Context: an optimization exercise on an open-source flow, tuned for small area. The choices shown serve that exercise and are no tape-out recipe. Where RTL was checked, it was by simulation tests only, not by an equivalence proof against the original. Power is estimated from default activity; no workload was simulated.

==> flow/design.v <==
`timescale 1ns / 1ps
module top (
    input  wire clk,
    input  wire reset,
    input  wire rx,
    output wire tx
);
    reg [2:0] ph;      
    reg [1:0] x;       
    reg [2:0] q;       
    reg [4:0] s;       
    wire wend = (ph == 3'd7);
    wire tick = wend & (x == 2'd3) & (q == 3'd4);
    always @(posedge clk) begin
        ph <= ph + 3'd1;
        s  <= {s[3:0], (s[4] ^ s[2]) | (s == 5'd0)};
        if (reset) begin
            x <= 2'd0;
            q <= 3'd0;
        end else begin
            x <= x + {1'b0, wend};
            q <= {q[1:0], ~q[2] & ~q[1]};
        end
    end
    reg  [247:0] rf;
    wire tap = rf[247];
    wire lin;
    always @(posedge clk) rf <= {rf[246:0], lin};
    reg       inframe;
    reg [4:0] ib;            
    wire rxd = tick & inframe;
    always @(posedge clk) begin
        if (reset) begin
            inframe <= 1'b0;
            ib      <= 5'd0;
        end else begin
            ib <= ib + {4'd0, rxd};
            if (tick) begin
                if (!inframe) begin
                    if (!rx) inframe <= 1'b1;
                end else if (ib[2:0] == 3'd7) begin
                    inframe <= 1'b0;
                end
            end
        end
    end
    reg [20:0] sr;
    wire [4:0] rd  = sr[4:0];
    wire [2:0] f3  = sr[7:5];
    wire [4:0] rs1 = sr[12:8];
    wire [7:0] imm = sr[20:13];
    wire [4:0] rs2 = sr[17:13];
    reg is_r, is_i, f7s;
    wire opc_hit = (sr[15:14] == 2'b11) & (sr[17:16] == 2'b00) & sr[18] & ~sr[20];
    always @(posedge clk) begin
        if (rxd && ib == 5'd7) begin
            is_r <= opc_hit & sr[19];
            is_i <= opc_hit & ~sr[19];
        end
        if (rxd) begin
            case (ib)
                5'd25: f7s <= ~rx;
                5'd30: f7s <= f7s & rx;
                5'd26, 5'd27, 5'd28, 5'd29, 5'd31: f7s <= f7s & ~rx;
                default: ;
            endcase
        end
    end
    wire ev27 = rxd & (ib == 5'd27);
    wire ev31 = rxd & (ib == 5'd31);
    localparam S_IDLE = 5'd2,  S_LAW = 5'd3,  S_LAD = 5'd4,  S_LBW = 5'd5,
               S_LBD  = 5'd6,  S_WT  = 5'd7,  S_EX0 = 5'd8,
               S_TW1  = 5'd16, S_TW2 = 5'd17, S_TST = 5'd18;
    reg [4:0] st;
    wire rs1z = (rs1 == 5'd0);
    wire rs2z = (rs2 == 5'd0);
    wire wen  = (is_r | is_i) & (rd != 5'd0);
    wire d_w   = ~st[0] & ((st[4] & (st[3] | st[2])) | (st == 5'd0));
    wire d_s   =  st[0] & ((st[4] & (st[3] | st[2] | (st[1:0] == 2'b11))) | (st == 5'd1));
    wire twait = d_w | (st == S_TW1) | (st == S_TW2) | (st == S_TST);
    reg adv;
    always @* begin
        case (st)
            S_IDLE:  adv = ev27;
            S_LAW:   adv = rs1z | (s == rs1);
            S_LBW:   adv = is_i | rs2z | (s == rs2);
            S_WT:    adv = ev31;
            default: adv = ~twait | tick;
        endcase
    end
    always @(posedge clk) begin
        if (reset)
            st <= S_IDLE;
        else if (wend)
            st <= st + {4'd0, adv};
    end
    reg wr_act;
    always @(posedge clk)
        if (wend)
            wr_act <= (st == S_TW1 || st == S_TW2 || st == S_TST) && !tick && wen && (s == rd);
    reg  [7:0] acc;           
    reg        cy;
    wire a  = acc[7];
    wire b  = sr[13];
    wire shift = is_r & (f3 == 3'b101);
    wire sub   = is_r & (f3 == 3'b000) & f7s;
    wire sra   = shift & f7s;
    wire logic_op = (is_r | is_i) & f3[2] & (f3[1] | ~f3[0]);
    wire bb  = b ^ sub;
    wire cin = (ph == 3'd0) ? sub : cy;
    wire sum = a ^ bb ^ cin;
    wire co  = (a & bb) | (a & cin) | (bb & cin);
    wire lres = f3[1] ? (f3[0] ? (a & b) : (a | b)) : (a ^ b);
    wire res  = shift ? a : logic_op ? lres : sum;
    wire [2:0] shamt = (sra && imm[7:3] != 5'd0) ? 3'b111 : imm[2:0];
    wire fill = sra & a;            
    reg txr;
    always @(posedge clk) begin
        if (reset)
            txr <= 1'b1;
        else if (tick)
            txr <= (st == S_TW2) ? 1'b0 : (d_w || st == S_TST) ? acc[6] : 1'b1;
    end
    assign tx = txr;
    wire sh_pass = shift && (st[4:3] == 2'b01) && (st[2:0] != 3'd0) && (st[2:0] <= shamt);
    reg ain;
    always @* begin
        ain = a;
        if (st == S_LAD)
            ain = tap & ~rs1z;
        else if (st == S_EX0)
            ain = res;
        else if (sh_pass || d_s)
            ain = wend ? fill : acc[6];
    end
    always @(posedge clk) begin
        acc <= {acc[6:0], ain};
        if (st == S_LBW) cy <= rs2z;           
        else if (st == S_EX0) cy <= co;
    end
    wire sr_rx = rxd & (ib < 5'd28);
    always @(posedge clk) begin
        if (sr_rx)
            sr <= {rx, sr[20:1]};
        else if (st == S_LBD && !is_i)
            sr[20:13] <= {tap & ~cy, sr[20:14]};
        else if (st == S_EX0)
            sr[20:13] <= {sr[13], sr[20:14]};
    end
    assign lin = wr_act ? a : tap;
endmodule
make LEC_CHECK=0 CAP_MARGIN=0 CORE_MARGIN=2 CORE_UTILIZATION=60 CTS_BUF_LIST=sky130_fd_sc_hd__clkbuf_8 CTS_CLUSTER_DIAMETER=60 CTS_CLUSTER_SIZE=20 PLACE_DENSITY=0.75 SLEW_MARGIN=0 finish   # period 10.0 ns
run.sh (not shown) runs the stock make flow with config.mk's settings and CLKGATE_MAP_FILE= SYNTH_SCRIPT=/design/flow/synth_recipe.tcl, a recipe that flattens the netlist after the stock synthesis.
==> next run, changes <==
--- a/flow/design.v
+++ b/flow/design.v
@@ -44,37 +44,32 @@
             end
         end
     end
-    reg [20:0] sr;
+    reg [15:0] sr;
     wire [4:0] rd  = sr[4:0];
     wire [2:0] f3  = sr[7:5];
-    wire [4:0] rs1 = sr[12:8];
-    wire [7:0] imm = sr[20:13];
-    wire [4:0] rs2 = sr[17:13];
-    reg is_r, is_i, f7s;
-    wire opc_hit = (sr[15:14] == 2'b11) & (sr[17:16] == 2'b00) & sr[18] & ~sr[20];
+    wire [7:0] imm = sr[15:8];
+    wire [4:0] rs2 = sr[12:8];
+    reg [1:0] cls;
+    wire opc_hit = (sr[10:9] == 2'b11) & (sr[12:11] == 2'b00) & sr[13] & ~sr[15];
     always @(posedge clk) begin
-        if (rxd && ib == 5'd7) begin
-            is_r <= opc_hit & sr[19];
-            is_i <= opc_hit & ~sr[19];
-        end
-        if (rxd) begin
-            case (ib)
-                5'd25: f7s <= ~rx;
-                5'd30: f7s <= f7s & rx;
-                5'd26, 5'd27, 5'd28, 5'd29, 5'd31: f7s <= f7s & ~rx;
-                default: ;
-            endcase
-        end
+        if (rxd && ib == 5'd7)
+            cls <= {opc_hit & sr[14], opc_hit};
+        else if (rxd && cls[1] && ib[4] && ib[3] && ib[2:0] != 3'd0 && (rx ^ (ib[2:0] == 3'd6)))
+            cls[0] <= 1'b0;
     end
+    wire is_r = cls[1];
+    wire is_i = (cls == 2'b01);
+    wire f7s  = cls[0];
     wire ev27 = rxd & (ib == 5'd27);
+    wire rs1_bit = (ib >= 5'd15) & (ib <= 5'd19);
+    wire rs1_put = (ib >= 5'd16) & (ib <= 5'd20) & (ph == ib[2:0]);
     wire ev31 = rxd & (ib == 5'd31);
     localparam S_IDLE = 5'd2,  S_LAW = 5'd3,  S_LAD = 5'd4,  S_LBW = 5'd5,
                S_LBD  = 5'd6,  S_WT  = 5'd7,  S_EX0 = 5'd8,
                S_TW1  = 5'd16, S_TW2 = 5'd17, S_TST = 5'd18;
     reg [4:0] st;
-    wire rs1z = (rs1 == 5'd0);
     wire rs2z = (rs2 == 5'd0);
-    wire wen  = (is_r | is_i) & (rd != 5'd0);
+    wire wen  = (cls != 2'b00) & (rd != 5'd0);
     wire d_w   = ~st[0] & ((st[4] & (st[3] | st[2])) | (st == 5'd0));
     wire d_s   =  st[0] & ((st[4] & (st[3] | st[2] | (st[1:0] == 2'b11))) | (st == 5'd1));
     wire twait = d_w | (st == S_TW1) | (st == S_TW2) | (st == S_TST);
@@ -101,11 +96,11 @@
     reg  [7:0] acc;           
     reg        cy;
     wire a  = acc[7];
-    wire b  = sr[13];
+    wire b  = sr[8];
     wire shift = is_r & (f3 == 3'b101);
     wire sub   = is_r & (f3 == 3'b000) & f7s;
     wire sra   = shift & f7s;
-    wire logic_op = (is_r | is_i) & f3[2] & (f3[1] | ~f3[0]);
+    wire logic_op = (cls != 2'b00) & f3[2] & (f3[1] | ~f3[0]);
     wire bb  = b ^ sub;
     wire cin = (ph == 3'd0) ? sub : cy;
     wire sum = a ^ bb ^ cin;
@@ -126,26 +121,32 @@
     reg ain;
     always @* begin
         ain = a;
-        if (st == S_LAD)
-            ain = tap & ~rs1z;
+        if (rs1_put)
+            ain = cy;
+        else if (st == S_LAD)
+            ain = tap & ~cy;
         else if (st == S_EX0)
             ain = res;
         else if (sh_pass || d_s)
             ain = wend ? fill : acc[6];
     end
+    wire [4:0] rs1 = {acc[2], acc[3], acc[4], acc[5], acc[6]};    
+    wire rs1z = (rs1 == 5'd0);
     always @(posedge clk) begin
         acc <= {acc[6:0], ain};
-        if (st == S_LBW) cy <= rs2z;           
+        if (rxd && rs1_bit) cy <= rx;
+        else if (st == S_LAW) cy <= rs1z;      
+        else if (st == S_LBW) cy <= rs2z;      
         else if (st == S_EX0) cy <= co;
     end
-    wire sr_rx = rxd & (ib < 5'd28);
+    wire sr_rx = rxd & (ib < 5'd28) & ~rs1_bit;
     always @(posedge clk) begin
         if (sr_rx)
-            sr <= {rx, sr[20:1]};
+            sr <= {rx, sr[15:1]};
         else if (st == S_LBD && !is_i)
-            sr[20:13] <= {tap & ~cy, sr[20:14]};
+            sr[15:8] <= {tap & ~cy, sr[15:9]};
         else if (st == S_EX0)
-            sr[20:13] <= {sr[13], sr[20:14]};
+            sr[15:8] <= {sr[8], sr[15:9]};
     end
     assign lin = wr_act ? a : tap;
 endmodule
The new run ran to the end with no violations.
Wire length drops by 2.6%.
Critical path depth is unchanged.
Total power drops by 2.0%.
Final area drops by 1.0%.
Global-route usage climbs by 0.43 points.
Worst setup slack gains 24 ps.
Final cell count climbs by 0.72%.
Worst hold slack gains 3.1 ps.
Non-clock buffer count drops by 1.
Function not checked in the first run of this note: the RTL went through the layout flow alone.

==> re-timing with driven ports <==
Ports are ideal in the flow. The routed layouts listed here were re-timed in OpenROAD.
Step 1, drivers: a clkbuf_16 drives clk and a buf_2 each remaining input, both assumed.
Step 2 moves the port delays by t, midway between the first and last clock arrival at a register: inputs arrive t later, outputs are due t later. That takes back most of the time a late clock gives input paths.
Slacks: ideal / step 1 / step 2; pairs: ideal / step 1.
| run | t, ns | slack for setup (ns) | hold slack, ns | clock arrival spread, ns |
|---|---|---|---|---|
| the first run | 0.538 | 6.602 / 6.566 / 6.793 | 0.322 / 0.322 / 0.322 | 0.024 / 0.024 |
| the second run | 0.536 | 6.627 / 6.591 / 6.578 | 0.326 / 0.326 / 0.326 | 0.016 / 0.017 |
After both steps every run listed still meets setup and hold. The setup slack of the second run, which loses most, moves by -0.036 ns with the drivers and by -0.049 ns with both steps.
